From an optimization exercise on the open Yosys and OpenROAD flow, aimed at small area and a short achievable clock period; shortcuts taken in it are not production practice. Where RTL was checked, it was by simulation tests only, not by an equivalence proof against the original. Function not checked in runs 3 to 6: the RTL went through the layout flow alone. In runs 1 and 2 the design's own scripts or RTL, not TritonCTS, make the clock network. The flow treats the clock pin as an ideal source. Dropping or thinning the clock tree relies on that and would not hold on a real chip. No activity file was given, so power comes from the tool's default toggle rates.

==> flow/design.v <==
module lightpipe_recv(
    input mclk,
    input rst,
    input adat,
    output reg wclk,
    output reg [23:0] word0,
    output reg [23:0] word1,
    output reg [23:0] word2,
    output reg [23:0] word3,
    output reg [23:0] word4,
    output reg [23:0] word5,
    output reg [23:0] word6,
    output reg [23:0] word7,
    output reg [3:0] user
);
reg reset_d, reset_dd;
reg in_d, in_dd, in_ddd;
reg transition;      
reg [5:0] accum;
reg dbit;
wire strobe = accum[1] & accum[0];
always @(posedge mclk) begin
    reset_d <= ~rst;
    reset_dd <= reset_d;
end
always @(posedge mclk)
    if (reset_dd) {in_d, in_dd, in_ddd, transition} <= 4'b0;
    else {in_d, in_dd, in_ddd, transition} <= {adat, in_d, in_dd, in_dd ^ in_ddd};
always @(posedge mclk)
    if (reset_dd || transition) accum <= 6'd0;
    else accum <= accum + 6'd1;
always @(posedge mclk)
    if (reset_dd) dbit <= 1'b0;
    else if (transition) dbit <= 1'b1;
    else if (accum == 6'd4) dbit <= 1'b0;
reg [7:0] framebit;
reg nloss_d;
reg [29:1] sr;
wire stb_next = ~reset_dd & ~transition & accum[1] & ~accum[0];
wire loss_s = accum[5];
wire resync = strobe & ~loss_s & ~nloss_d;
wire [23:0] oword = {sr[29:26], sr[24:21], sr[19:16], sr[14:11], sr[9:6], sr[4:1]};
always @(posedge mclk)
    if (!rst) nloss_d <= 1'b1;
    else if (strobe) nloss_d <= ~loss_s;
always @(posedge mclk)
    if (!rst) framebit <= 8'd0;
    else if (resync) framebit <= 8'd252;
    else if (strobe) framebit <= framebit + 8'd1;
reg at0, at128;
reg [7:0] ldw;
wire ld_pre = stb_next & (loss_s | nloss_d);
wire [7:0] ldw_pre = {
    ld_pre & (framebit == 8'd240), ld_pre & (framebit == 8'd210),
    ld_pre & (framebit == 8'd180), ld_pre & (framebit == 8'd150),
    ld_pre & (framebit == 8'd120), ld_pre & (framebit == 8'd90),
    ld_pre & (framebit == 8'd60),  ld_pre & (framebit == 8'd30)};
wire [7:0] ldw_d;
wire at128_d, fb0_or_reset;
gate_and #(9) u_ldw (.a({ldw_pre, stb_next & (framebit == 8'd128)}), .b({9{rst}}), .y({ldw_d, at128_d}));
orn #(1) u_at0 (.a(framebit == 8'd0), .b_n(rst), .y(fb0_or_reset));
always @(posedge mclk) begin
    at0 <= stb_next & fb0_or_reset;
    at128 <= at128_d;
    ldw <= ldw_d;
end
wire ls, hs;
loadhold u_shs (.sel(strobe), .en(rst), .load(ls), .hold(hs));
wire [29:1] sr_d;
ao22 #(29) u_sr (.a({29{ls}}), .b({dbit, sr[29:2]}), .c({29{hs}}), .d(sr), .y(sr_d));
always @(posedge mclk) sr <= sr_d;
wire lu, hu;
loadhold u_suser (.sel(at0), .en(rst), .load(lu), .hold(hu));
wire [3:0] user_d;
ao22 #(4) u_user (.a({4{lu}}), .b(sr[29:26]), .c({4{hu}}), .d(user), .y(user_d));
always @(posedge mclk) user <= user_d;
always @(posedge mclk)
    if (!rst) wclk <= 1'b0;
    else if (at0) wclk <= 1'b1;
    else if (at128) wclk <= 1'b0;
wire [7:0] L, L1, H;
loadhold #(8) u_sw (.sel(ldw), .en({8{rst}}), .load(L), .hold(H));
orn #(8) u_sw1 (.a(ldw), .b_n({8{rst}}), .y(L1));
wire [7:0] o1_lo;
orn #(8) u_o1 (.a(oword[7:0]), .b_n({8{rst}}), .y(o1_lo));
wire [23:0] o1 = {oword[23:8], o1_lo};
wire [23:0] d0, d1, d2, d3, d4, d5, d6, d7;
ao22 #(24) u_w0 (.a({24{L[0]}}), .b(oword), .c({24{H[0]}}), .d(word0), .y(d0));
ao22 #(24) u_w1 (.a({{16{L[1]}}, {8{L1[1]}}}), .b(o1), .c({24{H[1]}}), .d(word1), .y(d1));
ao22 #(24) u_w2 (.a({24{L[2]}}), .b(oword), .c({24{H[2]}}), .d(word2), .y(d2));
ao22 #(24) u_w3 (.a({{16{L[3]}}, {8{L1[3]}}}), .b(o1), .c({24{H[3]}}), .d(word3), .y(d3));
ao22 #(24) u_w4 (.a({24{L[4]}}), .b(oword), .c({24{H[4]}}), .d(word4), .y(d4));
ao22 #(24) u_w5 (.a({{16{L[5]}}, {8{L1[5]}}}), .b(o1), .c({24{H[5]}}), .d(word5), .y(d5));
ao22 #(24) u_w6 (.a({24{L[6]}}), .b(oword), .c({24{H[6]}}), .d(word6), .y(d6));
ao22 #(24) u_w7 (.a({{16{L[7]}}, {8{L1[7]}}}), .b(o1), .c({24{H[7]}}), .d(word7), .y(d7));
always @(posedge mclk) begin
    word0 <= d0; word1 <= d1; word2 <= d2; word3 <= d3;
    word4 <= d4; word5 <= d5; word6 <= d6; word7 <= d7;
end
endmodule
module ao22 #(parameter W = 1) (
    input [W-1:0] a,
    input [W-1:0] b,
    input [W-1:0] c,
    input [W-1:0] d,
    output [W-1:0] y
);
assign y = (a & b) | (c & d);
endmodule
module loadhold #(parameter W = 1) (
    input [W-1:0] sel,
    input [W-1:0] en,
    output [W-1:0] load,
    output [W-1:0] hold
);
assign load = sel & en;
assign hold = ~sel & en;
endmodule
module orn #(parameter W = 1) (
    input [W-1:0] a,
    input [W-1:0] b_n,
    output [W-1:0] y
);
assign y = a | ~b_n;
endmodule
module gate_and #(parameter W = 1) (
    input [W-1:0] a,
    input [W-1:0] b,
    output [W-1:0] y
);
assign y = a & b;
endmodule
==> flow/flow/run.sh <==
#!/bin/bash
# Standard synthesis and layout (standard.sh), except: the ports are buffered
# by the smallest buffer, the reset port buffer and the drivers of the
# high-fanout select nets start strong (flow/presize.tcl), and the clock tree
# is a two-level tree built by flow/cts.tcl (settings in flow/cts.env).
set -euo pipefail
HERE=$(pwd)
export BUFFER_PORTS_ARGS="-buffer_cell sky130_fd_sc_hd__buf_1"
export POST_GLOBAL_PLACE_TCL=$HERE/flow/presize.tcl
export PRE_CTS_TCL=$HERE/flow/cts.tcl
export CLOCK_PORT=mclk
source $HERE/flow/cts.env
bash standard.sh > make.log 2>&1
==> flow/flow/cts.env <==
export ROOT_BUF=sky130_fd_sc_hd__inv_16
export LEAF_BUF=sky130_fd_sc_hd__inv_16
export ROOT_COUNT=4
export LEAF_SINKS=26
export PRESIZE_FANOUT=10
==> flow/flow/cts.tcl <==
# Clock tree built here in place of TritonCTS: the clock port drives a few
# root buffers (or inverters), each of which drives leaf buffers (or
# inverters), one per cluster of flip-flops (k-means on their placed
# positions). With inverters at both levels the clock keeps its polarity. Sourced by ORFS's cts.tcl
# as PRE_CTS_TCL; it then does what the rest of cts.tcl does and writes the
# CTS results itself.

proc kmeans {pts k} {
  # pts: list of {x y}; returns list of cluster index per point
  set n [llength $pts]
  set sorted [lsort -real -index 0 [lmap p $pts {set p}]]
  set cx {}; set cy {}
  for {set i 0} {$i < $k} {incr i} {
    set s [lindex $sorted [expr {int(($i + 0.5) * $n / $k)}]]
    lappend cx [lindex $s 0]; lappend cy [lindex $s 1]
  }
  for {set iter 0} {$iter < 60} {incr iter} {
    set assign {}
    foreach p $pts {
      set best 0; set bd 1e30
      for {set i 0} {$i < $k} {incr i} {
        set d [expr {abs([lindex $p 0] - [lindex $cx $i]) + abs([lindex $p 1] - [lindex $cy $i])}]
        if {$d < $bd} { set bd $d; set best $i }
      }
      lappend assign $best
    }
    set sx [lrepeat $k 0.0]; set sy [lrepeat $k 0.0]; set sc [lrepeat $k 0]
    foreach p $pts a $assign {
      lset sx $a [expr {[lindex $sx $a] + [lindex $p 0]}]
      lset sy $a [expr {[lindex $sy $a] + [lindex $p 1]}]
      lset sc $a [expr {[lindex $sc $a] + 1}]
    }
    for {set i 0} {$i < $k} {incr i} {
      if {[lindex $sc $i] > 0} {
        lset cx $i [expr {[lindex $sx $i] / [lindex $sc $i]}]
        lset cy $i [expr {[lindex $sy $i] / [lindex $sc $i]}]
      }
    }
  }
  return [list $assign $cx $cy $sc]
}

set db [ord::get_db]
set block [ord::get_db_block]
set clkport [$block findBTerm $::env(CLOCK_PORT)]
set clknet [$clkport getNet]
set leaf_master [$db findMaster $::env(LEAF_BUF)]
set root_master [$db findMaster $::env(ROOT_BUF)]
set nroot $::env(ROOT_COUNT)
proc out_pin {master} {
  foreach mt [$master getMTerms] {
    if {[$mt getSigType] == "SIGNAL" && [$mt getIoType] == "OUTPUT"} { return [$mt getName] }
  }
}
proc in_pin {master} {
  foreach mt [$master getMTerms] {
    if {[$mt getSigType] == "SIGNAL" && [$mt getIoType] == "INPUT"} { return [$mt getName] }
  }
}
set root_in [in_pin $root_master]; set root_out [out_pin $root_master]
set leaf_in [in_pin $leaf_master]; set leaf_out [out_pin $leaf_master]

set sinks {}; set pts {}
foreach it [$clknet getITerms] {
  set bb [[$it getInst] getBBox]
  lappend sinks $it
  lappend pts [list [expr {([$bb xMin] + [$bb xMax]) / 2.0}] [expr {([$bb yMin] + [$bb yMax]) / 2.0}]]
}
set n [llength $sinks]
set k [expr {int(ceil(double($n) / $::env(LEAF_SINKS)))}]
lassign [kmeans $pts $k] assign cx cy sc
puts "custom cts: $n sinks, $k leaf clusters, sizes $sc"

set leaves {}; set lpts {}
for {set i 0} {$i < $k} {incr i} {
  if {[lindex $sc $i] == 0} { lappend leaves {}; continue }
  lappend leaves $i
  lappend lpts [list [lindex $cx $i] [lindex $cy $i]]
}
lassign [kmeans $lpts $nroot] rassign rcx rcy rsc
puts "custom cts: $nroot root clusters, sizes $rsc"

set rootnets {}
for {set r 0} {$r < $nroot} {incr r} {
  if {[lindex $rsc $r] == 0} { lappend rootnets {}; continue }
  set b [odb::dbInst_create $block $root_master clkbuf_root_$r]
  $b setLocation [expr {int([lindex $rcx $r])}] [expr {int([lindex $rcy $r])}]
  $b setPlacementStatus PLACED
  set net [odb::dbNet_create $block clknet_root_$r]
  $net setSigType CLOCK
  [$b findITerm $root_in] connect $clknet
  [$b findITerm $root_out] connect $net
  lappend rootnets $net
}
set leafnet [dict create]
foreach i $leaves r $rassign {
  set b [odb::dbInst_create $block $leaf_master clkbuf_leaf_$i]
  $b setLocation [expr {int([lindex $cx $i])}] [expr {int([lindex $cy $i])}]
  $b setPlacementStatus PLACED
  set net [odb::dbNet_create $block clknet_leaf_$i]
  $net setSigType CLOCK
  [$b findITerm $leaf_in] connect [lindex $rootnets $r]
  [$b findITerm $leaf_out] connect $net
  dict set leafnet $i $net
}
foreach it $sinks a $assign {
  set inst [$it getInst]
  set dt [$inst isDoNotTouch]
  $inst setDoNotTouch 0
  $it disconnect
  $it connect [dict get $leafnet $a]
  $inst setDoNotTouch $dt
}

set_propagated_clock [all_clocks]
set_placement_padding -global \
  -left $::env(CELL_PAD_IN_SITES_DETAIL_PLACEMENT) \
  -right $::env(CELL_PAD_IN_SITES_DETAIL_PLACEMENT)
detailed_placement
log_cmd estimate_parasitics -placement
report_clock_skew
report_clock_latency

repair_timing_helper
detailed_placement
check_placement -verbose
report_metrics 4 "cts final"
orfs_write_db $::env(RESULTS_DIR)/4_1_cts.odb
orfs_write_sdc $::env(RESULTS_DIR)/4_cts.sdc
exit
==> flow/flow/presize.tcl <==
# Gives the reset input a strong port buffer and the gates that drive many
# register loads a strong drive, so the resizer starts from a sensible tree
# for the high-fanout select nets. Sourced as POST_GLOBAL_PLACE_TCL, after
# the ports are buffered.
set db [ord::get_db]
set block [ord::get_db_block]
proc strong_variant {name} {
  if {[regexp {^(sky130_fd_sc_hd__[a-z0-9]+)_([0-9]+)$} $name -> base drive]} {
    foreach d {4} {
      if {$d > $drive && [[ord::get_db] findMaster ${base}_$d] != "NULL"} { return ${base}_$d }
    }
  }
  return ""
}
set n 0
foreach inst [$block getInsts] {
  set m [$inst getMaster]
  if {[string match "*dfxtp*" [$m getName]]} { continue }
  foreach it [$inst getITerms] {
    if {![$it isOutputSignal]} { continue }
    set net [$it getNet]
    if {$net == "NULL"} { continue }
    set loads [expr {[llength [$net getITerms]] - 1}]
    if {$loads >= $::env(PRESIZE_FANOUT)} {
      set v [strong_variant [$m getName]]
      if {$v != ""} {
        $inst swapMaster [$db findMaster $v]
        incr n
      }
    }
  }
}
set rstnet [[$block findBTerm rst] getNet]
foreach it [$rstnet getITerms] {
  set inst [$it getInst]
  if {[string match "*buf*" [[$inst getMaster] getName]]} {
    $inst swapMaster [$db findMaster sky130_fd_sc_hd__buf_16]
  }
}
puts "presize: upsized $n high-fanout drivers"
==> flow/standard.sh <==
#!/bin/bash
# synth_recipe.tcl (not shown) runs the flow's synth.tcl, then flattens the netlist and writes it again
# the make line also repeats each setting of config.mk as NAME=value (left out here)
make -C /OpenROAD-flow-scripts/flow DESIGN_CONFIG=/design/flow/config.mk WORK_HOME=/design/flow/orfs CLKGATE_MAP_FILE= SYNTH_SCRIPT=/design/flow/synth_recipe.tcl "${@:-finish}"
==> flow/config.mk <==
export PLATFORM = sky130hd
export DESIGN_NAME = lightpipe_recv
export DESIGN_NICKNAME = lightpipe_recv
export VERILOG_FILES = /design/flow/design.v
export SDC_FILE = /design/flow/constraint.sdc
export NUM_CORES = 4
export LEC_CHECK = 0
export CAP_MARGIN = 20
export CORE_MARGIN = 2
export CORE_UTILIZATION = 55
export PLACE_DENSITY = 0.7
export SETUP_SLACK_MARGIN = 1.62
export SLEW_MARGIN = 20
export SYNTH_HIERARCHICAL = 1
==> flow/constraint.sdc <==
create_clock -name core_clock -period 3.0 [get_ports {mclk}]
set_input_delay 0.6000 -clock core_clock [delete_from_list [all_inputs] [get_ports {mclk}]]
set_output_delay 0.6000 -clock core_clock [all_outputs]
set_load 0.01 [all_outputs]
==> impl_metrics.yaml, run 1 <==
critical_path:
  crit_family: "buffers and inverters"
  crit_slowest_cell: "a22o_1"
  path_max_fanout: 15
  cp-end-kind: "flop"
  crit_arrival_ps: 1500
  crit_required_ps: 3020
  critical_path_buf_inv_count: 3
  crit_type: "input port to flop"
  critPathMaxStageDelay_ps: 250
  startpoint_type: "input port"
  cpMostUsedCell: "buf_4"
  crit_chain: "buf_16 -> buf_4 -> and2_4 -> buf_4 -> a22o_1"
power_and_ir_drop:
  peakVddDrop_mv: 0.356
  cellLeakagePower_nw: 3.84
  power_density_nw_per_um2: 542
  fin_total_pwr_mw: 5.38
routing:
  drtAntennaViolNets: 0
  vias: 6468
  wl_per_cell_um: 22.0
  avgViaCountPerCell: 6.13
  drt_pass1_iterations: 5
  initialDrtViolationCount: 563
  drc_errors: 0
  routed_wl_mm: 23.2
timing:
  relSlewSlack: 0.547
  tns_ps: 0
  tightest_slew_ps: 677
  slew_viol_final: 0
  fin_crit_ps: 1480
  rsz0062_at_grt: "true"
  report.final.hold_viol_count: 0
  finalSetupViolCount: 0
  skew_ps: 20.4
  fmax_ghz: 0.675
  period_share: 0.494
  setup_ws_ps: 1520
floorplan:
  die-area_um2: 15600
  start_util: 0.557
  ioPinCount: 200
  core_area_um2: 14400
  die_h_um: 125
  die_w_um: 125
  rows: 44
status:
  status: "timing/DRC/antenna clean"
layout:
  area_delta_synth_final_pct: 23.6
  final_area_um2: 9930
  seq_area_um2: 5180
  layout-drive-gt1-share: 0.114
  fin_util: 0.689
  multiInputGateArea_um2: 3040
  num_antenna_cells: 0
  fill_cells: 1106
  fin_nets: 881
placed_design:
  io_buffers: 199
  hpwlAfterDp_mm: 14.1
  dp_slack_ps: 1320
  placed_area_um2: 9140
hold_path:
  worstHoldPathType: "flop to flop"
clocking:
  clk_latency_ps: 140
  path_clk_slew_ps: 80
  ctsHoldBuffers: 0
logic_synthesis:
  yosys_warnings: 7
  syn-instance-count: 625
  syn_nets: 633
  netlist_area_um2: 8040
  avgSynthCellArea_um2: 12.9
job:
  max-cap-violations: 0
global_route:
  antenna_found_initial: 0
  grt_pass1_wl_mm: 33.2
  grt_pass1_vias: 5946
  grt_max_degree: 32
  grt.total_usage: 0.256
  globalRoute.totalOverflow: 0
[cells in the final DEF (no fill, tap or decap), types with 5 or more instances in the layout]
| cell | n |
|---|---|
| inv_16 | 14 |
| nor2b_4 | 13 |
| dfxtp_1 | 250 |
| dfxtp_2 | 5 |
| nand3_1 | 6 |
| and2_4 | 11 |
| clkbuf_16 | 5 |
| inv_1 | 6 |
| buf_4 | 18 |
| a22o_1 | 225 |
| nor2_1 | 14 |
| a21oi_1 | 6 |
| nand2b_1 | 10 |
| and2_1 | 9 |
| buf_1 | 198 |
| nand2_1 | 9 |
[registers in the layout (all words and copies together) (netlist names), 4 cells and up]
signal / cells
sr: 29
word0: 24
word1: 24
word2: 24
word3: 24
word4: 24
word5: 24
word6: 24
word7: 24
framebit: 8
ldw: 8
accum: 6
user: 4
[repair_timing]
action / in CTS / in global routing
cloned: 1 / 13
endpoints found under the setup margin: 179 / 233
pin swaps: 4 / 15
gates resized for setup: 9 / 38
hold endpoints to repair: 0 / 0
setup buffers: 8 / 11
[worst reg2reg max path: stages (launching register included)]
cell and delay (ps):
dfxtp_4 370, ha_4 190, clkbuf_4 180, buf_4 140, buf_4 130, nand3_1 70, xor2_1 150, nor2_1 60
[power breakdown]
group / total (mW) / switching, mW / leakage (nW) / internal, mW
Combinational: 0.272 / 0.162 / 1.61 / 0.110
Clock: 1.60 / 1.26 / 0.137 / 0.340
Sequential: 3.51 / 0.0365 / 2.09 / 3.48
Total: 5.38 / 1.46 / 3.84 / 3.93
[cell type report]
type	count	area share
repair buffers	231	0.118
well taps	184	0.0232
multi-input cells	360	0.306
inverters	22	0.0312
flip-flops and latches	258	0.522
[through the flow]
stage,cells,hold slack (ps)
after global routing,1055,338
after CTS,1031,337
after detailed placement,1008,321
final,1055,339
after global placement,1008,317
after floorplan,625,310
[path summary, 6_finish.rpt]
| kind | start | end | slack (ps) | cells after the start |
|---|---|---|---|---|
| setup / recovery | rst | word0[3] | 1520 | 5 |
| hold / removal | reset_d | reset_dd | 340 | 0 |
| setup reg to reg | accum[0] | accum[4] | 1610 | 7 |
| hold reg to reg | reset_d | reset_dd | 340 | 0 |
[layer usage]
layer	part of all wire	vias up	track usage
met1	0.43	3208	0.348
met3	0.071	50	0.0369
li1	-	2918	-
met4	0.026	0	0.0608
met5	0	-	0
met2	0.48	292	0.437
==> run 2: changes to the inputs <==
--- a/flow/design.v
+++ b/flow/design.v
@@ -15,8 +15,8 @@
 );
 reg reset_d, reset_dd;
-reg in_d, in_dd, in_ddd;
-reg transition;      
+reg in_d, in_dd, in_ddd, in_dddd;
 reg [5:0] accum;
 reg dbit;
+wire transition = in_dddd ^ in_ddd;
 wire strobe = accum[1] & accum[0];
 always @(posedge mclk) begin
@@ -25,6 +25,6 @@
 end
 always @(posedge mclk)
-    if (reset_dd) {in_d, in_dd, in_ddd, transition} <= 4'b0;
-    else {in_d, in_dd, in_ddd, transition} <= {adat, in_d, in_dd, in_dd ^ in_ddd};
+    if (reset_dd) {in_d, in_dd, in_ddd, in_dddd} <= 4'b0;
+    else {in_d, in_dd, in_ddd, in_dddd} <= {adat, in_d, in_dd, in_ddd};
 always @(posedge mclk)
     if (reset_dd || transition) accum <= 6'd0;
@@ -50,26 +50,24 @@
 reg at0, at128;
 reg [7:0] ldw;
-wire ld_pre = stb_next & (loss_s | nloss_d);
-wire [7:0] ldw_pre = {
-    ld_pre & (framebit == 8'd240), ld_pre & (framebit == 8'd210),
-    ld_pre & (framebit == 8'd180), ld_pre & (framebit == 8'd150),
-    ld_pre & (framebit == 8'd120), ld_pre & (framebit == 8'd90),
-    ld_pre & (framebit == 8'd60),  ld_pre & (framebit == 8'd30)};
-wire [7:0] ldw_d;
-wire at128_d, fb0_or_reset;
-gate_and #(9) u_ldw (.a({ldw_pre, stb_next & (framebit == 8'd128)}), .b({9{rst}}), .y({ldw_d, at128_d}));
-orn #(1) u_at0 (.a(framebit == 8'd0), .b_n(rst), .y(fb0_or_reset));
+wire ld_next = rst & stb_next & (loss_s | nloss_d);
 always @(posedge mclk) begin
-    at0 <= stb_next & fb0_or_reset;
-    at128 <= at128_d;
-    ldw <= ldw_d;
+    at0 <= stb_next & (~rst | (framebit == 8'd0));
+    at128 <= rst & stb_next & (framebit == 8'd128);
+    ldw[0] <= ld_next & (framebit == 8'd30);
+    ldw[1] <= ld_next & (framebit == 8'd60);
+    ldw[2] <= ld_next & (framebit == 8'd90);
+    ldw[3] <= ld_next & (framebit == 8'd120);
+    ldw[4] <= ld_next & (framebit == 8'd150);
+    ldw[5] <= ld_next & (framebit == 8'd180);
+    ldw[6] <= ld_next & (framebit == 8'd210);
+    ldw[7] <= ld_next & (framebit == 8'd240);
 end
-wire ls, hs;
-loadhold u_shs (.sel(strobe), .en(rst), .load(ls), .hold(hs));
+wire ls = strobe & rst;
+wire hs = ~strobe & rst;
 wire [29:1] sr_d;
 ao22 #(29) u_sr (.a({29{ls}}), .b({dbit, sr[29:2]}), .c({29{hs}}), .d(sr), .y(sr_d));
 always @(posedge mclk) sr <= sr_d;
-wire lu, hu;
-loadhold u_suser (.sel(at0), .en(rst), .load(lu), .hold(hu));
+wire lu = at0 & rst;
+wire hu = ~at0 & rst;
 wire [3:0] user_d;
 ao22 #(4) u_user (.a({4{lu}}), .b(sr[29:26]), .c({4{hu}}), .d(user), .y(user_d));
@@ -79,10 +77,8 @@
     else if (at0) wclk <= 1'b1;
     else if (at128) wclk <= 1'b0;
-wire [7:0] L, L1, H;
-loadhold #(8) u_sw (.sel(ldw), .en({8{rst}}), .load(L), .hold(H));
-orn #(8) u_sw1 (.a(ldw), .b_n({8{rst}}), .y(L1));
-wire [7:0] o1_lo;
-orn #(8) u_o1 (.a(oword[7:0]), .b_n({8{rst}}), .y(o1_lo));
-wire [23:0] o1 = {oword[23:8], o1_lo};
+wire [7:0] L = ldw & {8{rst}};           
+wire [7:0] L1 = ldw | {8{~rst}};         
+wire [7:0] H = ~ldw & {8{rst}};          
+wire [23:0] o1 = {oword[23:8], oword[7:0] | {8{~rst}}};
 wire [23:0] d0, d1, d2, d3, d4, d5, d6, d7;
 ao22 #(24) u_w0 (.a({24{L[0]}}), .b(oword), .c({24{H[0]}}), .d(word0), .y(d0));
@@ -108,25 +104,2 @@
 assign y = (a & b) | (c & d);
 endmodule
-module loadhold #(parameter W = 1) (
-    input [W-1:0] sel,
-    input [W-1:0] en,
-    output [W-1:0] load,
-    output [W-1:0] hold
-);
-assign load = sel & en;
-assign hold = ~sel & en;
-endmodule
-module orn #(parameter W = 1) (
-    input [W-1:0] a,
-    input [W-1:0] b_n,
-    output [W-1:0] y
-);
-assign y = a | ~b_n;
-endmodule
-module gate_and #(parameter W = 1) (
-    input [W-1:0] a,
-    input [W-1:0] b,
-    output [W-1:0] y
-);
-assign y = a & b;
-endmodule
--- a/flow/config.mk
+++ b/flow/config.mk
@@ -10,5 +10,5 @@
 export CORE_UTILIZATION = 55
 export PLACE_DENSITY = 0.7
-export SETUP_SLACK_MARGIN = 1.62
+export SETUP_SLACK_MARGIN = 1.55
 export SLEW_MARGIN = 20
 export SYNTH_HIERARCHICAL = 1
==> run 2 against run 1 <==
Compared with the run above:
- global-route usage increased by 3.0 points
- cell area increased by 2.9%
- worst hold slack improved by 4.0 ps
- combinational power increased by 28%
- worst setup slack got worse by 180 ps
- sequential power about the same
- via count increased by 6.1%
- final cell count increased by 1.6%
- clock skew increased by 31 ps
- critical path depth unchanged
- largest power group unchanged
- sequential share of layout area decreased by 1.5 points
- clock power about the same
==> impl_metrics.yaml, run 2 <==
global_route:
  grt_pass1_wl_mm: 36.4
  antenna_found_initial: 0
  grt_pass1_vias: 6165
  globalRoute.totalOverflow: 0
  grt_max_degree: 38
  grt.total_usage: 0.287
routing:
  drt_pass1_iterations: 5
  avgViaCountPerCell: 6.40
  routed_wl_mm: 24.9
  wl_per_cell_um: 23.2
  drtAntennaViolNets: 0
  initialDrtViolationCount: 740
  drc_errors: 0
  vias: 6860
layout:
  layout_commonest_cell: "dfxtp_1"
  fin_nets: 898
  largest_reg_flops: 29
  num_antenna_cells: 0
  final_area_um2: 10200
  max_flop_register: "sr"
  layout-drive-gt1-share: 0.145
  final_cell_mix: "252 x dfxtp_1, 225 x a22o_1, 198 x buf_1"
  fin_util: 0.711
  seq_area_um2: 5170
  fill_cells: 1014
  area_delta_synth_final_pct: 27.6
  multiInputGateArea_um2: 3100
logic_synthesis:
  synth_top_area_share: 0.644
  synth-async-reset-ratio: 0
  avgSynthCellArea_um2: 12.9
  ys_seq_elements: 258
  netlist_area_um2: 8010
  yosys_most_used_dff: "dfxtp_1"
  yosysMostFrequentCell: "dfxtp_1"
  synthTopCellsByCount: "258 x dfxtp_1, 225 x a22o_1, 17 x nor2_1"
  syn_nets: 627
  yosysSeqAreaShare: 0.644
  synth_edf_count: 0
  yosys_warnings: 7
  synth.area.top_cells: "dfxtp_1 64%, a22o_1 25%, nand2b_1 1.0%"
  yosys.area.top_type: "dfxtp_1"
  synth_cell_type_count: 44
  syn-instance-count: 619
critical_path:
  crit_required_ps: 3000
  startpoint_type: "input port"
  crit_arrival_ps: 1650
  crit_type: "input port to flop"
  path_max_fanout: 8
  cp-end-kind: "flop"
timing:
  relSlewSlack: 0.633
  report.final.hold_viol_count: 0
  fmax_ghz: 0.603
  skew_ps: 51.5
  fin_crit_ps: 1660
  finalSetupViolCount: 0
  rsz0062_at_grt: "true"
  period_share: 0.553
  tns_ps: 0
  slew_viol_final: 0
  tightest_slew_ps: 549
power_and_ir_drop:
  cellLeakagePower_nw: 3.95
  power.clock.fraction: 0.292
  p_switching_mw: 1.49
  p_sw_frac: 0.273
  p_comb_frac: 0.064
  peakVddDrop_mv: 0.375
  pwr-share-seq: 0.644
  power_density_nw_per_um2: 534
  fin_total_pwr_mw: 5.45
  intPower_mw: 3.97
floorplan:
  ioPinCount: 200
  start_util: 0.558
  die-area_um2: 15600
  die_w_um: 125
  core_area_um2: 14400
  rows: 44
  die_h_um: 125
placed_design:
  io_buffers: 199
  placed_area_um2: 9070
  hpwlAfterDp_mm: 14.1
clocking:
  clk_latency_ps: 150
  path_clk_slew_ps: 80
  ctsHoldBuffers: 0
hold_path:
  worstHoldPathType: "flop to flop"
status:
  status: "timing/DRC/antenna clean"
job:
  max-cap-violations: 0
run 2: routing by layer:
| metal | share of wire | vias to the layer above | GRT usage | wire [um] |
|---|---|---|---|---|
| met5 | 0 | - | 0 | 0 |
| met4 | 0.028 | 0 | 0.0701 | 699 |
| met3 | 0.088 | 60 | 0.0430 | 2190 |
| met2 | 0.48 | 395 | 0.473 | 11900 |
| met1 | 0.40 | 3425 | 0.399 | 10100 |
| li1 | - | 2980 | - | - |
run 2: final cells by class:
type / count / area share
Timing Repair inverter: 4 / 0.00379
Timing Repair Buffer: 240 / 0.129
Inverter: 26 / 0.0351
Tap cell: 184 / 0.0225
Multi-Input combinational cell: 360 / 0.304
Sequential cell: 258 / 0.506
run 2: final timing paths:
path	endpoint	slack, ps	depth (start not counted)	start
worst max register to register	framebit[5]	1590	5	accum[0]
worst min-delay path	reset_dd	340	0	reset_d
worst max-delay path	word5[13]	1340	5	rst
worst min register to register	reset_dd	340	0	reset_d
run 2: critical path: stages:
cell and delay (ps):
buf_16 100, buf_12 130, or2b_4 320, clkinvlp_4 250
a22o_1 240
run 2: power by group through the flow:
stage / Sequential (mW) / Clock [mW] / Combinational, mW
6_report: 3.51 / 1.59 / 0.347
5_1_grt: 3.52 / 1.74 / 0.366
4_1_cts: 3.51 / 1.60 / 0.263
3_5_place_dp: 3.59 / 0 / 0.222
3_3_place_gp: 3.58 / 0 / 0.213
2_1_floorplan: 3.60 / 0 / 0.118
run 2: cell families after synthesis:
logic type                 count (synthesis)  synth area share
DFF                                      258             0.644
AOI/OAI and AO/OA                        242             0.260
and+or+nand+nor                           84            0.0643
buffers and inverters                     21            0.0122
xor gates and xnor gates                   8           0.00968
adders and majority gates                  5           0.00781
muxes                                      1           0.00125
run 2: repair_timing:
action / in CTS / in global routing
pin swaps: 41 / 81
gates resized for setup: 38 / 32
cloned: 22 / 5
hold endpoints to repair: 0 / 0
endpoints found under the setup margin: 238 / 237
buffers inserted: 6 / 28
run 2: metrics by stage:
stage	setup slack (ps)	cells	hold slack (ps)
global route	1340	1072	359
global placement	796	997	319
finish	1340	1072	343
CTS	1380	1039	345
floorplan	1540	619	310
detailed placement	965	997	324
==> run 3: changes to the inputs <==
--- a/flow/design.v
+++ b/flow/design.v
@@ -20,4 +20,5 @@
 wire transition = in_dddd ^ in_ddd;
 wire strobe = accum[1] & accum[0];
+wire loss = accum[5] & (|accum[4:0]);
 always @(posedge mclk) begin
     reset_d <= ~rst;
@@ -37,30 +38,13 @@
 reg nloss_d;
 reg [29:1] sr;
-wire stb_next = ~reset_dd & ~transition & accum[1] & ~accum[0];
-wire loss_s = accum[5];
-wire resync = strobe & ~loss_s & ~nloss_d;
+wire resync = strobe & ~loss & ~nloss_d;
 wire [23:0] oword = {sr[29:26], sr[24:21], sr[19:16], sr[14:11], sr[9:6], sr[4:1]};
 always @(posedge mclk)
     if (!rst) nloss_d <= 1'b1;
-    else if (strobe) nloss_d <= ~loss_s;
+    else if (strobe) nloss_d <= ~loss;
 always @(posedge mclk)
     if (!rst) framebit <= 8'd0;
     else if (resync) framebit <= 8'd252;
     else if (strobe) framebit <= framebit + 8'd1;
-reg at0, at128;
-reg [7:0] ldw;
-wire ld_next = rst & stb_next & (loss_s | nloss_d);
-always @(posedge mclk) begin
-    at0 <= stb_next & (~rst | (framebit == 8'd0));
-    at128 <= rst & stb_next & (framebit == 8'd128);
-    ldw[0] <= ld_next & (framebit == 8'd30);
-    ldw[1] <= ld_next & (framebit == 8'd60);
-    ldw[2] <= ld_next & (framebit == 8'd90);
-    ldw[3] <= ld_next & (framebit == 8'd120);
-    ldw[4] <= ld_next & (framebit == 8'd150);
-    ldw[5] <= ld_next & (framebit == 8'd180);
-    ldw[6] <= ld_next & (framebit == 8'd210);
-    ldw[7] <= ld_next & (framebit == 8'd240);
-end
 wire ls = strobe & rst;
 wire hs = ~strobe & rst;
@@ -68,4 +52,5 @@
 ao22 #(29) u_sr (.a({29{ls}}), .b({dbit, sr[29:2]}), .c({29{hs}}), .d(sr), .y(sr_d));
 always @(posedge mclk) sr <= sr_d;
+wire at0 = strobe & (framebit == 8'd0);
 wire lu = at0 & rst;
 wire hu = ~at0 & rst;
@@ -76,5 +61,15 @@
     if (!rst) wclk <= 1'b0;
     else if (at0) wclk <= 1'b1;
-    else if (at128) wclk <= 1'b0;
+    else if (strobe & (framebit == 8'd128)) wclk <= 1'b0;
+wire ld = strobe & ~resync;
+wire [7:0] ldw;
+assign ldw[0] = ld & (framebit == 8'd30);
+assign ldw[1] = ld & (framebit == 8'd60);
+assign ldw[2] = ld & (framebit == 8'd90);
+assign ldw[3] = ld & (framebit == 8'd120);
+assign ldw[4] = ld & (framebit == 8'd150);
+assign ldw[5] = ld & (framebit == 8'd180);
+assign ldw[6] = ld & (framebit == 8'd210);
+assign ldw[7] = ld & (framebit == 8'd240);
 wire [7:0] L = ldw & {8{rst}};           
 wire [7:0] L1 = ldw | {8{~rst}};         
==> flow/run.sh (new file) <==
#!/bin/bash
# synth_recipe.tcl (not shown) runs the flow's synth.tcl, then flattens the netlist and writes it again
# the make line also repeats each setting of config.mk as NAME=value (left out here)
make -C /OpenROAD-flow-scripts/flow DESIGN_CONFIG=/design/flow/config.mk WORK_HOME=/design/flow/orfs CLKGATE_MAP_FILE= SYNTH_SCRIPT=/design/flow/synth_recipe.tcl finish
--- a/flow/config.mk
+++ b/flow/config.mk
@@ -8,7 +8,6 @@
 export CAP_MARGIN = 20
 export CORE_MARGIN = 2
-export CORE_UTILIZATION = 55
-export PLACE_DENSITY = 0.7
-export SETUP_SLACK_MARGIN = 1.55
+export CORE_UTILIZATION = 40
+export PLACE_DENSITY = 0.6
 export SLEW_MARGIN = 20
 export SYNTH_HIERARCHICAL = 1
removed: flow/flow/run.sh
removed: flow/flow/cts.env
removed: flow/flow/cts.tcl
removed: flow/flow/presize.tcl
removed: flow/standard.sh
==> run 3 against run 2 <==
Compared with the run above:
- clock power up 100%
- maximum frequency down 29%
- sequential share of layout area down 6.3 points
- core utilization down 13 points
- critical path depth up 1
- die area up 33%
- power up 27%
- global-route usage down 6.2 points
- register-to-register slack worse by 930 ps
- cell area up 9.6%
- final cell count up 5.9%
- clock skew down 43 ps
- critical path type is now flop to flop
- highest routed layer unchanged
==> impl_metrics.yaml, run 3 <==
routing:
  drtAntennaViolNets: 0
  met3_wirelength_mm: 1.61
  drt_pass1_iterations: 5
  wl_met2_mm: 10.7
  wl_per_cell_um: 21.3
  vias: 6303
  routed_wl_mm: 24.1
  avgViaCountPerCell: 5.55
  wl_met1_mm: 11.2
  top_layer_used: "met4"
  drc_errors: 0
  initialDrtViolationCount: 377
clocking:
  path_clk_slew_ps: 60
  cts_max_level: 1
  ctsResizeCount: 0
  cts_root_buffer: "clkbuf_16"
  cts_tree: "built"
  ctsHoldBuffers: 0
  clock-sinks: 248
  cts_buffers: 26
  cts_setup_buffers: 0
  clk_latency_ps: 520
  clk_path_buf_depth: 3
floorplan:
  start_util: 0.405
  die_w_um: 144
  die_h_um: 144
  rows: 51
  ioPinCount: 200
  die-area_um2: 20700
  core_area_um2: 19300
timing:
  rsz0062_at_grt: "false"
  fmax_ghz: 0.428
  tightest_slew_ps: 996
  slew_viol_final: 0
  report.final.hold_viol_count: 0
  tns_ps: 0
  setup_ws_ps: 661
  period_share: 0.780
  finalSetupViolCount: 0
  skew_ps: 8.82
  fin_crit_ps: 2340
  relSlewSlack: 0.329
job:
  max-cap-violations: 0
layout:
  layout-drive-gt1-share: 0.103
  seq_area_um2: 4960
  fin_nets: 858
  final_cell_mix: "248 x dfxtp_1, 225 x a22o_1, 199 x clkdlybuf4s50_1"
  fill_cells: 1615
  multiInputGateArea_um2: 2830
  num_antenna_cells: 0
  max_flop_register: "sr"
  largest_reg_flops: 29
  layout_commonest_cell: "dfxtp_1"
  area_delta_synth_final_pct: 43.2
power_and_ir_drop:
  cellLeakagePower_nw: 4.24
  peakVddDrop_mv: 0.386
  power_density_nw_per_um2: 618
logic_synthesis:
  synth.area.top_cells: "dfxtp_1 63%, a22o_1 25%, o21a_1 0.96%"
  synth-compound-area-share: 0.281
  avgSynthCellArea_um2: 12.8
  yosysSeqAreaShare: 0.634
  yosys.area.top_type: "dfxtp_1"
  synth-async-reset-ratio: 0
  netlist_area_um2: 7830
  synth_top_area_share: 0.634
  synth-xor-area-share: 0.00783
  syn-instance-count: 609
  synth_top_family_by_area: "compound AO/OA/AOI/OAI gates"
  synth_cell_type_count: 39
  synth_edf_count: 0
  syn_nets: 617
  yosys_warnings: 7
  ys_seq_elements: 248
  synthMuxAreaShare: 0.00128
  yosys_most_used_dff: "dfxtp_1"
  synth-simple-area-share: 0.0556
  synthTopCellsByCount: "248 x dfxtp_1, 225 x a22o_1, 11 x nand2_1, 11 x nand3_1"
  synthAdderAreaFrac: 0.00799
  yosysMostFrequentCell: "dfxtp_1"
critical_path:
  path_max_fanout: 24
  crit_chain: "inv_1 -> ha_1 -> nor4b_2 -> o211a_4 -> o21ai_0 -> a22o_1"
  startpoint_type: "flop"
  crit_required_ps: 3460
  crit_arrival_ps: 2800
  critPathMaxStageDelay_ps: 830
  crit_type: "flop to flop"
  cp-end-kind: "flop"
  crit_slowest_cell: "o21ai_0"
global_route:
  antenna_found_initial: 0
  grt.total_usage: 0.224
  grt_pass1_wl_mm: 36.4
  globalRoute.totalOverflow: 0
  grt_pass1_vias: 6033
  grt_max_degree: 30
status:
  status: "timing/DRC/antenna clean"
placed_design:
  dp_slack_ps: 478
  gp_congestion: 0.809
  hpwlAfterDp_mm: 15.7
  io_buffers: 199
hold_path:
  worstHoldPathType: "flop to flop"
-- run 3: cell types whose count changed after synthesis, moves of 3 or more --
cell | before | now
o31a_1 | 0 | 6
nor4_1 | 7 | 1
dfxtp_1 | 258 | 248
inv_1 | 12 | 8
o21ai_0 | 3 | 6
nor3_1 | 2 | 10
nand2_1 | 8 | 11
o21a_1 | 0 | 10
and2_1 | 10 | 2
and4bb_2 | 0 | 4
nand2b_1 | 13 | 9
nand3_1 | 6 | 11
nor2_1 | 17 | 9
-- run 3: power by group --
part,total [mW],switching (mW),internal [mW]
logic,0.284,0.158,0.126
clock network,3.25,1.31,1.94
registers,3.38,0.0393,3.34
-- run 3: per-layer routing --
layer	global-route usage	vias up
li1	-	2877
met1	0.324	3115
met2	0.349	270
met3	0.0367	41
met4	0.0599	0
met5	0	-
-- run 3: final cells by class --
type / instances / area share
flip-flops and latches: 248 / 0.443
multi-input cells: 343 / 0.253
repair buffers: 222 / 0.193
clock buffers: 36 / 0.0678
well taps: 265 / 0.0296
clock inverters: 12 / 0.0108
inverters: 9 / 0.00302
-- run 3: kinds of logic (layout without fill, tap and decap cells) --
family / count (synthesis) / after routing
xor+xnor: 7 / 7
buf+inv: 18 / 279
simple gates: 73 / 73
flops: 248 / 248
compound gates: 257 / 257
fa+ha+maj: 5 / 5
mux: 1 / 1
-- run 3: critical path: cells and delay by family, from the launching register on --
kind / cells / cell delay (ps)
AOI/OAI and AO/OA: 3 / 1450
and+or+nand+nor: 1 / 180
adders and majority gates: 1 / 200
buffers and inverters: 1 / 60
DFF: 1 / 380
-- run 3: final timing paths --
kind	startpoint	end	slack, ps	cells past startpoint
min	reset_d	reset_dd	340	0
min reg2reg	reset_d	reset_dd	340	0
max	accum[0]	word5[0]	660	6
max reg2reg	accum[0]	word5[0]	660	6
-- run 3: per-stage QoR --
stage                     cells  utilization  hold slack, ps  instance area, um2  power, mW
after floorplan             609            -             310                7830       3.58
after global placement     1086        0.534             319               10300       3.73
after detailed placement   1086        0.534             319               10300       3.74
after CTS                  1134        0.579             338               11200       6.96
after global routing       1135        0.579             353               11200       7.12
final                      1135        0.579             337               11200       6.92
==> run 4: changes to the inputs <==
--- a/flow/design.v
+++ b/flow/design.v
@@ -20,5 +20,4 @@
 wire transition = in_dddd ^ in_ddd;
 wire strobe = accum[1] & accum[0];
-wire loss = accum[5] & (|accum[4:0]);
 always @(posedge mclk) begin
     reset_d <= ~rst;
@@ -38,9 +37,11 @@
 reg nloss_d;
 reg [29:1] sr;
-wire resync = strobe & ~loss & ~nloss_d;
+wire loss_s = accum[5];
+wire resync = strobe & ~loss_s & ~nloss_d;
+wire ld = strobe & (loss_s | nloss_d);
 wire [23:0] oword = {sr[29:26], sr[24:21], sr[19:16], sr[14:11], sr[9:6], sr[4:1]};
 always @(posedge mclk)
     if (!rst) nloss_d <= 1'b1;
-    else if (strobe) nloss_d <= ~loss;
+    else if (strobe) nloss_d <= ~loss_s;
 always @(posedge mclk)
     if (!rst) framebit <= 8'd0;
@@ -62,5 +63,4 @@
     else if (at0) wclk <= 1'b1;
     else if (strobe & (framebit == 8'd128)) wclk <= 1'b0;
-wire ld = strobe & ~resync;
 wire [7:0] ldw;
 assign ldw[0] = ld & (framebit == 8'd30);
==> flow/flow/run.sh (new file) <==
#!/bin/bash
# Standard synthesis and layout, with the ports buffered by the smallest buffer.
set -euo pipefail
export BUFFER_PORTS_ARGS="-buffer_cell sky130_fd_sc_hd__buf_1"
bash standard.sh > make.log 2>&1
==> flow/standard.sh (new file) <==
#!/bin/bash
# synth_recipe.tcl (not shown) runs the flow's synth.tcl, then flattens the netlist and writes it again
# the make line also repeats each setting of config.mk as NAME=value (left out here)
make -C /OpenROAD-flow-scripts/flow DESIGN_CONFIG=/design/flow/config.mk WORK_HOME=/design/flow/orfs CLKGATE_MAP_FILE= SYNTH_SCRIPT=/design/flow/synth_recipe.tcl "${@:-finish}"
removed: flow/run.sh
==> run 4 against run 3 <==
Compared with the run above:
- sequential share of layout area rose by 6.6 points
- worst setup slack gained 53 ps
- maximum frequency increased by 2.3%
- highest routed layer unchanged
- largest power group unchanged
- via count is 1.4% lower
- critical path depth did not move
- clock skew grew 9.8 ps
- still clean
- flip-flop and latch count did not move
- largest cell class unchanged
==> impl_metrics.yaml, run 4 <==
logic_synthesis:
  yosysSeqAreaShare: 0.643
  synthTopCellsByCount: "248 x dfxtp_1, 225 x a22o_1, 18 x nor2_1"
  syn-instance-count: 600
  synth_cell_type_count: 38
  yosys.area.top_type: "dfxtp_1"
  syn_nets: 608
  ys_seq_elements: 248
  synth-async-reset-ratio: 0
  synth_edf_count: 0
  avgSynthCellArea_um2: 12.9
  synth.area.top_cells: "dfxtp_1 64%, a22o_1 26%, nor2_1 0.88%"
  synth_top_area_share: 0.643
  yosys_most_used_dff: "dfxtp_1"
  netlist_area_um2: 7720
  yosysMostFrequentCell: "dfxtp_1"
  yosys_warnings: 7
routing:
  wl_met2_mm: 9.67
  drt_pass1_iterations: 5
  routed_wl_mm: 22.4
  initialDrtViolationCount: 293
  drtAntennaViolNets: 0
  drc_errors: 0
  wl_per_cell_um: 20.1
  met3_wirelength_mm: 1.64
  wl_met1_mm: 10.4
  top_layer_used: "met4"
  vias: 6214
  avgViaCountPerCell: 5.59
timing:
  period_share: 0.762
  slew_viol_final: 0
  rsz0062_at_grt: "false"
  finalSetupViolCount: 0
  tns_ps: 0
  report.final.hold_viol_count: 0
  relSlewSlack: 0.288
  fmax_ghz: 0.437
  hold_slack_ps: 280
  skew_ps: 18.6
  tightest_slew_ps: 1070
  fin_crit_ps: 2290
critical_path:
  path_max_fanout: 24
  startpoint_type: "flop"
  r2r_slack_ps: 710
  crit_required_ps: 3460
  crit_type: "flop to flop"
  worstSetupEndpoint: "word7[7]"
  crit_arrival_ps: 2740
  reg2reg_from: "framebit[1]"
  cp-end-kind: "flop"
  r2r-end: "word7[7]"
  crit_start: "framebit[1]"
  reg2reg_depth: 6
power_and_ir_drop:
  cellLeakagePower_nw: 3.70
  power.clock.fraction: 0.467
  fin_total_pwr_mw: 6.75
  p_switching_mw: 1.45
  p_sw_frac: 0.215
  peakVddDrop_mv: 0.355
  power_density_nw_per_um2: 692
  pwr-share-seq: 0.501
  intPower_mw: 5.30
  p_comb_frac: 0.032
floorplan:
  ioPinCount: 200
  die_h_um: 143
  die-area_um2: 20400
  start_util: 0.410
  core_area_um2: 18800
  rows: 50
  die_w_um: 143
hold_path:
  worstHoldPathType: "input port to flop"
clocking:
  clk_latency_ps: 530
  cts_root_buffer: "clkbuf_16"
  cts_max_level: 1
  clock-sinks: 248
  path_clk_slew_ps: 60
  ctsResizeCount: 0
  cts_setup_buffers: 0
  clk_path_buf_depth: 3
  cts_buffers: 25
  cts_tree: "built"
  ctsHoldBuffers: 0
status:
  status: "timing/DRC/antenna clean"
layout:
  max_flop_register: "sr"
  area_delta_synth_final_pct: 26.3
  seq_area_um2: 4960
  fill_cells: 1676
  layout.cells.non_filler: 1112
  final_cell_mix: "248 x dfxtp_1, 225 x a22o_1, 199 x buf_1"
  largest_reg_flops: 29
  multiInputGateArea_um2: 2710
  num_antenna_cells: 0
  fin_nets: 844
  layout_commonest_cell: "dfxtp_1"
  layout-drive-gt1-share: 0.0857
global_route:
  grt_pass1_vias: 5986
  grt_max_degree: 30
  globalRoute.totalOverflow: 0
  antenna_found_initial: 0
  grt_pass1_wl_mm: 34.0
  grt.total_usage: 0.211
placed_design:
  io_buffers: 199
  dp_cells: 1069
  hpwlAfterDp_mm: 14.7
  gp_congestion: 0.891
job:
  max-cap-violations: 0
## run 4: kinds of logic after synthesis
kind of cell	count (synthesis)	synth area share
adder cells (fa/ha/maj)	5	0.00811
XOR/XNOR	7	0.00795
multiplexers	3	0.00405
AND/OR/NAND/NOR	68	0.0467
AO/OA/AOI/OAI	255	0.281
flip-flops	248	0.643
buffers and inverters	14	0.00859
## run 4: layout make-up
| class | instances | share of cell area |
|---|---|---|
| sequential | 248 | 0.509 |
| clock buffer | 36 | 0.0756 |
| multi-input combinational | 338 | 0.278 |
| clock inverter | 7 | 0.0107 |
| inverter | 6 | 0.00231 |
| timing repair buffer | 217 | 0.0905 |
| tap | 260 | 0.0334 |
## run 4: how the worst min path moves through the flow
stage	depth (start not counted)	start	endpoint	slack (ps)
2_1_floorplan	0	reset_d	reset_dd	310
3_3_place_gp	0	reset_d	reset_dd	330
3_5_place_dp	0	reset_d	reset_dd	320
4_1_cts	2	adat	in_d	280
5_1_grt	2	adat	in_d	300
6_report	2	adat	in_d	280
## run 4: power groups by stage
| stage | registers, mW | logic, mW | clock network, mW |
|---|---|---|---|
| after floorplan | 3.46 | 0.111 | 0 |
| after global placement | 3.45 | 0.213 | 0 |
| after detailed placement | 3.45 | 0.219 | 0 |
| after CTS | 3.38 | 0.220 | 3.19 |
| after global routing | 3.38 | 0.239 | 3.34 |
| final | 3.38 | 0.218 | 3.15 |
## run 4: per-stage QoR
| step | setup WS (ps) | cell area, um2 | util |
|---|---|---|---|
| 5_1_grt | 542 | 9750 | 0.518 |
| 2_1_floorplan | 690 | 7720 | - |
| 3_3_place_gp | 794 | 8910 | 0.473 |
| 6_report | 714 | 9750 | 0.518 |
| 4_1_cts | 695 | 9750 | 0.518 |
| 3_5_place_dp | 707 | 8910 | 0.473 |
## run 4: critical path, stage by stage (launching register included)
cell     delay (ps)
dfxtp_1         470
inv_1            80
ha_1            190
and3_1          190
nand2_1         180
o21a_1          850
a22o_1          250
## run 4: layer usage
metal,GRT usage,vias to the layer above
li1,-,2833
met1,0.298,3051
met2,0.319,285
met3,0.0399,45
met4,0.0834,0
met5,0,-
==> run 5: changes to the inputs <==
--- a/flow/config.mk
+++ b/flow/config.mk
@@ -10,4 +10,5 @@
 export CORE_UTILIZATION = 40
 export PLACE_DENSITY = 0.6
+export SETUP_SLACK_MARGIN = 1.5
 export SLEW_MARGIN = 20
 export SYNTH_HIERARCHICAL = 1
==> run 5 against run 4 <==
Compared with the run above:
- via count up 22%
- die area unchanged
- clock power down 6%
- cell area is 39% higher
- maximum frequency rose by 22%
- still clean
- flip-flop and latch count is the same
- highest routed layer unchanged
- global-route usage increased by 8.6 points
- power up 0.40%
- synthesized area stayed put
- clock-buffer cell count up 2
- critical path type unchanged
- worst hold slack gained 22 ps
- final cell count is 15% higher
==> impl_metrics.yaml, run 5 <==
status:
  status: "timing/DRC/antenna clean"
logic_synthesis:
  synth.area.top_cells: "dfxtp_1 64%, a22o_1 26%, nor2_1 0.88%"
  yosysSeqAreaShare: 0.643
  syn_nets: 608
  ys_seq_elements: 248
  yosys_warnings: 7
  synth_top_area_share: 0.643
  yosysMostFrequentCell: "dfxtp_1"
  synth_edf_count: 0
  avgSynthCellArea_um2: 12.9
  synth-async-reset-ratio: 0
  yosys_most_used_dff: "dfxtp_1"
  synthTopCellsByCount: "248 x dfxtp_1, 225 x a22o_1, 18 x nor2_1"
  syn-instance-count: 600
  synth_cell_type_count: 38
  yosys.area.top_type: "dfxtp_1"
  netlist_area_um2: 7720
layout:
  final_area_um2: 13500
  fin_nets: 1010
  num_antenna_cells: 0
  final_cell_mix: "225 x a22o_1, 215 x buf_6, 199 x dfxtp_2"
  fill_cells: 1161
  layout-drive-gt1-share: 0.659
  area_delta_synth_final_pct: 75.4
  fin_util: 0.719
  max_flop_register: "sr"
  layout.cells.non_filler: 1275
  layout_commonest_cell: "a22o_1"
  largest_reg_flops: 29
critical_path:
  crit_arrival_ps: 2330
  critPathMaxStageDelay_ps: 510
  crit_chain: "ha_4 -> o21ai_4 -> or4_4 -> buf_12 -> buf_12 -> nor2_4 -> buf_6 -> a22o_1"
  crit_required_ps: 3460
  crit_type: "flop to flop"
  crit_family: "simple AND/OR/NAND/NOR gates"
  r2r_slack_ps: 1130
  path_max_fanout: 6
  cpMostUsedCell: "buf_12"
  critical_path_buf_inv_count: 3
  cp-end-kind: "flop"
  reg2reg_depth: 8
  crit_slowest_cell: "or4_4"
  startpoint_type: "flop"
  worst-path-stages: 8
floorplan:
  ioPinCount: 200
  core_area_um2: 18800
  start_util: 0.410
  die-area_um2: 20400
  die_w_um: 143
  rows: 50
  die_h_um: 143
power_and_ir_drop:
  fin_total_pwr_mw: 6.77
  cellLeakagePower_nw: 5.68
  peakVddDrop_mv: 0.425
  power_density_nw_per_um2: 500
global_route:
  globalRoute.totalOverflow: 0
  grt_max_degree: 32
  antenna_found_initial: 0
  grt.total_usage: 0.297
  grt_pass1_wl_mm: 46.3
  grt_pass1_vias: 7686
timing:
  tns_ps: 0
  hold_slack_ps: 302
  tightest_slew_ps: 666
  fmax_ghz: 0.533
  setup_ws_ps: 1130
  rsz0062_at_grt: "true"
  finalSetupViolCount: 0
  skew_ps: 20.0
  slew_viol_final: 0
  relSlewSlack: 0.555
  fin_crit_ps: 1870
  report.final.hold_viol_count: 0
  period_share: 0.625
routing:
  routed_wl_mm: 32.4
  drc_errors: 0
  vias: 7591
  initialDrtViolationCount: 709
  drtAntennaViolNets: 0
  wl_per_cell_um: 25.4
  avgViaCountPerCell: 5.95
  drt_pass1_iterations: 5
clocking:
  path_clk_slew_ps: 60
  cts_buffers: 25
  clock-sinks: 248
  clk_latency_ps: 520
  cts_max_level: 1
  cts_tree: "built"
  cts_root_buffer: "clkbuf_16"
  clk_path_buf_depth: 3
placed_design:
  gp_congestion: 0.827
  hpwlAfterDp_mm: 15.0
  io_buffers: 199
  dp_slack_ps: 731
  placed_area_um2: 8940
  dp_cells: 1053
hold_path:
  whs_path_depth: 2
  worstHoldPathType: "input port to flop"
job:
  max-cap-violations: 0
==> run 5: kinds of logic after synthesis <==
family / count (synthesis) / share of synthesized area
adders and majority gates: 5 / 0.00811
and+or+nand+nor: 68 / 0.0467
DFF: 248 / 0.643
xor gates and xnor gates: 7 / 0.00795
AOI/OAI and AO/OA: 255 / 0.281
buffers and inverters: 14 / 0.00859
muxes: 3 / 0.00405
==> run 5: report_power, final <==
group	total (mW)	switching [mW]	internal [mW]
registers	3.39	0.0411	3.34
clock network	2.97	1.24	1.73
logic	0.415	0.207	0.207
==> run 5: what timing repair did <==
action                     in CTS  in global routing
gates resized for setup       668                 22
cloned                         19                  5
setup buffers                 129                 29
pin swaps                      82                 15
hold buffers                    0                  0
hold endpoints to repair        0                  0
setup endpoints to repair     393                426
==> run 5: layer usage <==
| metal | GRT usage | part of all wire |
|---|---|---|
| met1 | 0.376 | 0.38 |
| met2 | 0.492 | 0.48 |
| met3 | 0.0553 | 0.095 |
| met4 | 0.137 | 0.043 |
| met5 | 0 | 0 |
==> run 5: final timing paths <==
kind / from / end
worst max register to register: accum[1] / word2[17]
worst max-delay path: accum[1] / word2[17]
worst min-delay path: adat / in_d
worst min register to register: reset_d / reset_dd
==> run 5: final cells by class <==
cell class	instances	area, um2	area share
clock buffers	38	724	0.0535
repair buffers	363	3810	0.282
multi-input cells	358	3360	0.248
flip-flops and latches	248	5250	0.388
inverters	6	25.0	0.00185
clock inverters	2	37.5	0.00277
well taps	260	325	0.0240
==> run 6: changes to the inputs <==
==> flow/flow/run.sh (replaced) <==
#!/bin/bash
# Standard synthesis and layout, with the ports buffered by the smallest buffer
# and a clock tree of smaller buffers without dummy loads.
set -euo pipefail
export BUFFER_PORTS_ARGS="-buffer_cell sky130_fd_sc_hd__buf_1"
export CTS_ARGS="-sink_clustering_enable -repair_clock_nets -buf_list {sky130_fd_sc_hd__clkbuf_4 sky130_fd_sc_hd__clkbuf_8} -root_buf sky130_fd_sc_hd__clkbuf_16 -dont_use_dummy_load"
bash standard.sh > make.log 2>&1
==> run 6 against run 5 <==
Compared with the run above:
- still clean
- synthesized area is the same
- non-clock buffer count is 19 lower
- core utilization is 2.3 points lower
- first-iteration DRC count fell by 21%
- critical path depth fell by 2
- sequential power is essentially flat
- via count is 3.8% lower
- routed wire length is 6.0% lower
==> impl_metrics.yaml, run 6 <==
status:
  status: "timing/DRC/antenna clean"
routing:
  vias: 7305
  drc_errors: 0
  drtAntennaViolNets: 0
  wl_per_cell_um: 24.3
  initialDrtViolationCount: 560
  routed_wl_mm: 30.5
  avgViaCountPerCell: 5.83
  drt_pass1_iterations: 5
layout:
  max_flop_register: "sr"
  num_antenna_cells: 0
  area_delta_synth_final_pct: 69.8
  fin_util: 0.696
  final_cell_mix: "225 x a22o_1, 212 x buf_6, 201 x dfxtp_2"
  fin_nets: 1004
  layout-drive-gt1-share: 0.655
  largest_reg_flops: 29
  layout_commonest_cell: "a22o_1"
logic_synthesis:
  synth.area.top_cells: "dfxtp_1 64%, a22o_1 26%, nor2_1 0.88%"
  synth-async-reset-ratio: 0
  netlist_area_um2: 7720
  yosys.area.top_type: "dfxtp_1"
  synth_top_area_share: 0.643
  synth_cell_type_count: 38
  yosys_most_used_dff: "dfxtp_1"
  yosysMostFrequentCell: "dfxtp_1"
  syn-instance-count: 600
  avgSynthCellArea_um2: 12.9
  ys_seq_elements: 248
  synthTopCellsByCount: "248 x dfxtp_1, 225 x a22o_1, 18 x nor2_1"
  yosysSeqAreaShare: 0.643
  syn_nets: 608
  yosys_warnings: 7
  synth_edf_count: 0
power_and_ir_drop:
  power.clock.fraction: 0.400
  intPower_mw: 4.88
  p_comb_frac: 0.062
  p_sw_frac: 0.227
  peakVddDrop_mv: 0.287
  p_switching_mw: 1.43
  pwr-share-seq: 0.538
  power_density_nw_per_um2: 481
  fin_total_pwr_mw: 6.30
  cellLeakagePower_nw: 5.49
timing:
  report.final.hold_viol_count: 0
  fin_crit_ps: 1920
  setup_ws_ps: 1080
  skew_ps: 35.9
  tightest_slew_ps: 668
  slew_viol_final: 0
  tns_ps: 0
  relSlewSlack: 0.554
  fmax_ghz: 0.520
  finalSetupViolCount: 0
  rsz0062_at_grt: "true"
  period_share: 0.641
global_route:
  globalRoute.totalOverflow: 0
  grt.total_usage: 0.277
  antenna_found_initial: 0
  grt_pass1_vias: 7380
  grt_max_degree: 30
  grt_pass1_wl_mm: 43.4
critical_path:
  crit_chain: "nand2_2 -> or4_4 -> buf_12 -> nor2_4 -> buf_12 -> a22o_1"
  startpoint_type: "flop"
  crit_type: "flop to flop"
  critPathMaxStageDelay_ps: 530
  crit_required_ps: 3390
  cpMostUsedCell: "buf_12"
  crit_family: "simple AND/OR/NAND/NOR gates"
  crit_slowest_cell: "dfxtp_1"
  cp-end-kind: "flop"
  crit_arrival_ps: 2310
  critical_path_buf_inv_count: 2
  path_max_fanout: 7
clocking:
  clk_latency_ps: 490
  ctsHoldBuffers: 0
  cts_root_buffer: "clkbuf_16"
  cts_max_level: 2
  clk_path_buf_depth: 3
  clock-sinks: 248
  cts_buffers: 40
  cts_tree: "built"
  path_clk_slew_ps: 60
hold_path:
  worstHoldPathType: "flop to flop"
floorplan:
  rows: 50
  core_area_um2: 18800
  ioPinCount: 200
  die_w_um: 143
  start_util: 0.410
  die_h_um: 143
  die-area_um2: 20400
placed_design:
  io_buffers: 199
  hpwlAfterDp_mm: 15.0
  dp_slack_ps: 731
  gp_congestion: 0.827
job:
  max-cap-violations: 0
## run 6: cell counts after synthesis
Identical to the previous run, type by type.
## run 6: final timing paths
path	start	to	slack [ps]	depth (start not counted)
worst max register to register	framebit[4]	word2[6]	1080	6
worst max-delay path	framebit[4]	word2[6]	1080	6
worst min register to register	reset_d	reset_dd	330	0
worst min-delay path	reset_d	reset_dd	330	0
## run 6: cell families after synthesis
| logic type | after synthesis | share of synthesized area |
|---|---|---|
| XOR/XNOR | 7 | 0.00795 |
| AO/OA/AOI/OAI | 255 | 0.281 |
| flip-flops | 248 | 0.643 |
| adder cells (fa/ha/maj) | 5 | 0.00811 |
| multiplexers | 3 | 0.00405 |
| buffers and inverters | 14 | 0.00859 |
| AND/OR/NAND/NOR | 68 | 0.0467 |
## run 6: cell type report
cell class / count / area (um2)
Timing Repair Buffer: 344 / 3600
Sequential cell: 248 / 5240
Inverter: 6 / 25.0
Tap cell: 260 / 325
Multi-Input combinational cell: 356 / 3310
Clock buffer: 40 / 607
Fill cell: 1225 / 5730
## run 6: per-stage QoR
step	area, um2	instances	hold slack (ps)
final	13100	1254	329
after global routing	13100	1254	345
after CTS	12600	1213	330
after detailed placement	8940	1053	322
after global placement	8940	1053	323
after floorplan	7910	600	310
## run 6: power groups by stage
stage               registers, mW  clock network [mW]  logic, mW
finish                       3.39                2.52      0.391
global route                 3.39                2.69      0.412
CTS                          3.39                2.52      0.343
detailed placement           3.45                   0      0.217
global placement             3.45                   0      0.210
floorplan                    3.46                   0      0.121
## run 6: what timing repair did
| item | in CTS | in global routing |
|---|---|---|
| buffers inserted | 107 | 33 |
| gates resized for setup | 651 | 30 |
| endpoints found under the setup margin | 393 | 426 |
| cloned | 13 | 8 |
| pin swaps | 50 | 42 |
| hold endpoints to repair | 0 | 0 |
## run 6: routing by layer
layer  vias to the layer above  global-route usage  share of wire
met3                        66              0.0664          0.077
li1                       3172                   -              -
met2                       410               0.454           0.49
met4                         0               0.114          0.032
met1                      3657               0.350           0.40
met5                         -                   0              0

## port drivers added, routing unchanged
Ports are ideal in the flow. The routed layouts listed here were re-timed in OpenROAD. Step 1 assumes that a clkbuf_16 drives the clock port and a buf_2 every other input. Step 2 moves the port delays by t, midway between the first and last clock arrival at a register: inputs arrive t later, outputs are due t later. That takes back most of the time a late clock gives input paths. Three values: no drivers, after step 1, after step 2; two values: the first two.
run	t (ns)	setup slack, ns	worst register clock-pin slew, ns	worst data-port slew with drivers (ns)
run 1	0.321	1.519 / 1.497 / 1.176	0.09 / 0.09	0.22
run 2	0.321	1.341 / 1.463 / 1.145	0.11 / 0.11	0.08
run 3	0.558	0.661 / 0.661 / 0.516	0.06 / 0.06	0.03
run 4	0.569	0.714 / 0.714 / 0.714	0.06 / 0.06	0.03
run 5	0.553	1.125 / 1.125 / 0.855	0.06 / 0.06	0.03
run 6	0.516	1.078 / 1.078 / 0.805	0.07 / 0.07	0.03
After both steps setup and hold are still met in every run listed. For run 1, which loses most, drivers alone change the setup slack by -0.022 ns; drivers and shift together by -0.343 ns.
